Context: an optimization exercise on an open-source flow, tuned for a short achievable clock period and few clock cycles. The choices shown serve that exercise and are no tape-out recipe.
The RTL was checked by simulation tests, not by an equivalence proof against the original design.
No activity file was given, so power comes from the tool's default toggle rates.

## core
module core (
    input  logic                clk,
    input  logic                rst_n,
    output logic                imem_req_vld,
    input  logic                imem_req_rdy,
    output logic [68:0]         imem_req,
    input  logic                imem_rsp_vld,
    output logic                imem_rsp_rdy,
    input  logic [68:0]         imem_rsp,
    output logic                dmem_req_vld,
    input  logic                dmem_req_rdy,
    output logic [68:0]         dmem_req,
    input  logic                dmem_rsp_vld,
    output logic                dmem_rsp_rdy,
    input  logic [68:0]         dmem_rsp
);
Size in the first run: roughly 9000 cells after synthesis, ~2800 flip-flops, roughly 290 I/O pins, ~0.13 mm^2 of cells after synthesis.
==> flow/config.mk <==
export PLATFORM = sky130hd
export DESIGN_NAME = core
export DESIGN_NICKNAME = core
export VERILOG_FILES = /design/flow/design.v
export SDC_FILE = /design/flow/constraint.sdc
export NUM_CORES = 4
export LEC_CHECK = 0
export ABC_CLOCK_PERIOD_IN_PS = 4000
export CAP_MARGIN = 20
export CELL_PAD_IN_SITES_DETAIL_PLACEMENT = 1
export CELL_PAD_IN_SITES_GLOBAL_PLACEMENT = 2
export CORE_MARGIN = 2
export CORE_UTILIZATION = 35
export PLACE_DENSITY = 0.55
export SLEW_MARGIN = 20
export TNS_END_PERCENT = 10
==> flow/constraint.sdc <==
create_clock -name core_clock -period 11.0 [get_ports {clk}]
set_input_delay 2.2000 -clock core_clock [delete_from_list [all_inputs] [get_ports {clk}]]
set_output_delay 2.2000 -clock core_clock [all_outputs]
set_load 0.01 [all_outputs]
standard.sh (not shown) runs the stock make flow with config.mk's settings and CLKGATE_MAP_FILE= SYNTH_SCRIPT=/design/flow/synth_recipe.tcl, a recipe that flattens the netlist after the stock synthesis.
==> flow/flow/run.sh <==
#!/bin/bash
set -euo pipefail
bash standard.sh synth > synth.log 2>&1
bash standard.sh SETUP_SLACK_MARGIN=6.5 finish > layout.log 2>&1
The baseline passed the timing, design-rule and antenna checks.
Testbench counts at the start, summed over its fixed seeds: cycles 115,167.
Then changed:
--- a/flow/design.v
+++ b/flow/design.v
@@ -10,29 +10,28 @@
     output logic                dmem_req_vld,
     input  logic                dmem_req_rdy,
     output logic [68:0]         dmem_req,
     input  logic                dmem_rsp_vld,
     output logic                dmem_rsp_rdy,
     input  logic [68:0]         dmem_rsp
 );
     localparam int NB = 16;      
     logic [31:0] pc_d;           
     logic        d_vld;          
     logic        d_redir_q;      
-    logic [31:0] d_tgt_q;
+    logic [31:0] fetch_q;        
     logic [31:0] pc4_d;          
     logic          hit_q;        
     logic [NB-1:0] hitv_q;
     logic [31:2]   btb_tgt_q;
     logic        x_redir_q;      
-    logic [31:0] x_rtgt_q;
     logic        x_vld;
     logic [31:0] x_a, x_b, x_sd, x_dres, x_tgt, x_pc4;
     logic [31:0] x_ma, x_mb;     
     logic [31:0] x_ca, x_cb;     
     logic [31:0] x_sa;           
     logic [4:0]  x_sb;
     logic [31:2] x_pc, x_ptgt;
     logic        x_wen;
     logic [4:0]  x_rd;
     logic        x_ld, x_st, x_uns;
     logic [1:0]  x_len;
@@ -178,65 +177,72 @@
     assign d_ok = d_vld && !d_redir_q && !x_redir_q && !x_redirect;
     assign back = ins[31];
     logic [NB-1:0] hitv;
     logic          hit;
     logic [31:2]   btb_tgt;
     assign hitv    = hitv_q;
     assign hit     = hit_q;
     assign btb_tgt = btb_tgt_q;
     logic d_redir, d_pt;
     assign d_redir = hit ? !(is_jal || is_jalr || is_br) : (is_jal || (is_br && back));
     assign d_pt    = hit ? (is_jal || is_jalr || is_br) : (is_jal || (is_br && back));
-    always_comb begin
-        if (x_redir_q)      fetch_addr = x_rtgt_q;
-        else if (d_redir_q) fetch_addr = d_tgt_q;
-        else if (hit)       fetch_addr = {btb_tgt, 2'b00};
-        else                fetch_addr = pc_plus4;
-    end
     logic [NB-1:0] f_hitv;
     logic [31:2]   f_btb_tgt;
+    logic [31:0] x_rtgt, d_tgt, f_plus4, next_fetch;
+    assign fetch_addr = fetch_q;
+    assign f_plus4    = fetch_q + 32'd4;
+    assign x_rtgt = ({32{sel_tgt}} & x_tgt) | ({32{sel_pc4}} & x_pc4) | ({32{sel_jr}} & jr_tgt);
+    assign d_tgt  = ({32{hit}} & pc_plus4) | ({32{!hit && is_jal}} & tgt_j) | ({32{!hit && !is_jal}} & tgt_b);
+    always_comb begin
+        if (x_redirect)            next_fetch = x_rtgt;
+        else if (d_ok && d_redir)  next_fetch = d_tgt;
+        else if (|f_hitv)          next_fetch = {f_btb_tgt, 2'b00};
+        else                       next_fetch = f_plus4;
+    end
     always_comb begin
         f_btb_tgt = '0;
         for (int i = 0; i < NB; i++) begin
             f_hitv[i] = bt_v[i] && (bt_tag[i] == fetch_addr[31:2]);
             f_btb_tgt = f_btb_tgt | ({30{f_hitv[i]}} & bt_tgt[i]);
         end
     end
     assign imem_req_vld = !x_stall;     
     assign imem_req     = {3'b000, fetch_addr, 2'b00, 32'b0};
     assign imem_rsp_rdy = rst_n;
     logic          bt_wr, bt_rm;
     logic [31:2]   bt_wdata;
     assign bt_wr    = x_go && ((((x_br && taken) || x_jal) && !(x_pbtb && tgt_ok)) ||
                                (x_jalr && !jr_ok));
     assign bt_rm    = sel_pc4 && x_pbtb;
     assign bt_wdata = x_jalr ? jr_tgt[31:2] : x_tgt[31:2];
     always_ff @(posedge clk) begin
         if (!rst_n) begin
             pc_d      <= 32'hfffffffc;
             pc4_d     <= 32'h0;
+            fetch_q   <= 32'h0;
             hit_q     <= 1'b0;
             d_vld     <= 1'b0;
             d_redir_q <= 1'b0;
             x_redir_q <= 1'b0;
             x_vld     <= 1'b0;
             m_vld     <= 1'b0;
             w_vld     <= 1'b0;
             bt_v      <= '0;
             bt_ptr    <= '0;
             u_wr      <= 1'b0;
             u_rm      <= 1'b0;
         end else begin
             if (!x_stall) begin
-                pc_d      <= fetch_addr;
-                pc4_d     <= fetch_addr + 32'd4;
+                pc_d      <= fetch_q;
+                pc4_d     <= f_plus4;
+                fetch_q   <= next_fetch;
                 hit_q     <= |f_hitv;
                 d_vld     <= 1'b1;
                 d_redir_q <= d_ok && d_redir;
                 x_vld     <= d_ok;
             end
             m_vld <= x_go;
             w_vld <= m_vld;
             x_redir_q <= x_redirect;
             u_wr <= bt_wr;
             u_rm <= bt_rm && !bt_wr;
             if (bt_wr && !x_pbtb)
@@ -254,27 +260,25 @@
         u_data <= bt_wdata;
         if (u_wr) begin
             for (int i = 0; i < NB; i++) begin
                 if (u_sel[i]) begin
                     bt_tag[i] <= u_tag;
                     bt_tgt[i] <= u_data;
                 end
             end
         end
     end
     always_ff @(posedge clk) begin
-        x_rtgt_q <= ({32{sel_tgt}} & x_tgt) | ({32{sel_pc4}} & x_pc4) | ({32{sel_jr}} & jr_tgt);
         if (!x_stall) begin
             hitv_q    <= f_hitv;
             btb_tgt_q <= f_btb_tgt;
-            d_tgt_q  <= ({32{hit}} & pc_plus4) | ({32{!hit && is_jal}} & tgt_j) | ({32{!hit && !is_jal}} & tgt_b);
             x_a      <= rs1_v;
             x_b      <= (is_br || is_opr) ? rs2_v : (is_st ? imm_s : imm_i);
             x_sd     <= rs2_v;
             x_dres   <= is_lui ? imm_u : (is_auipc ? auipc_v : pc_plus4);
             x_tgt    <= ({32{is_jal}} & tgt_j) | ({32{!is_jal}} & tgt_b);
             x_pc4    <= pc_plus4;
             x_pc     <= pc_d[31:2];
             x_ptgt   <= btb_tgt;
             x_pt     <= d_pt;
             x_pbtb   <= hit;
             x_hitv   <= hitv;
Outcome: The new run finished clean; die area is lower by 0.98%; via count is higher by 0.31%; power barely changes; hold slack got worse by 0.015 ns; cell count is lower by 1.4%; sequential power is higher by about 3%; fmax is higher by 0.94%; core utilization is lower by 1.1 points; clock power is lower by about 4%; sequential share of layout area is higher by 1.3 points; design area is lower by 3.6%; global-route usage is higher by 0.28 points.
Testbench counts after the change, summed over its fixed seeds: cycles 115,167.

## port drivers added, routing unchanged
The results above use ideal ports. As a check the final layouts listed here were re-extracted and re-timed, cells and wires unchanged.
Step 1 sets driving cells, clkbuf_16 on the clock port and buf_2 on the other inputs (assumed; they add their load-dependent delay and slew).
Step 2 moves the port delays by t, midway between the first and last clock arrival at a register: inputs arrive t later, outputs are due t later. That takes back most of the time a late clock gives input paths.
a / b / c = ideal / step 1 / step 2; a / b = the first two.
| run | t, ns | slack for setup (ns) | worst setup path after step 2 |
|---|---|---|---|
| the first run | 1.028 | 6.111 / 5.770 / 4.742 | input to register |
| the second run | 1.019 | 6.156 / 5.980 / 4.961 | input to register |
After both steps every run listed still meets setup and hold. The setup slack of the first run, which loses most, moves by -0.341 ns with the drivers and by -1.369 ns with both steps.
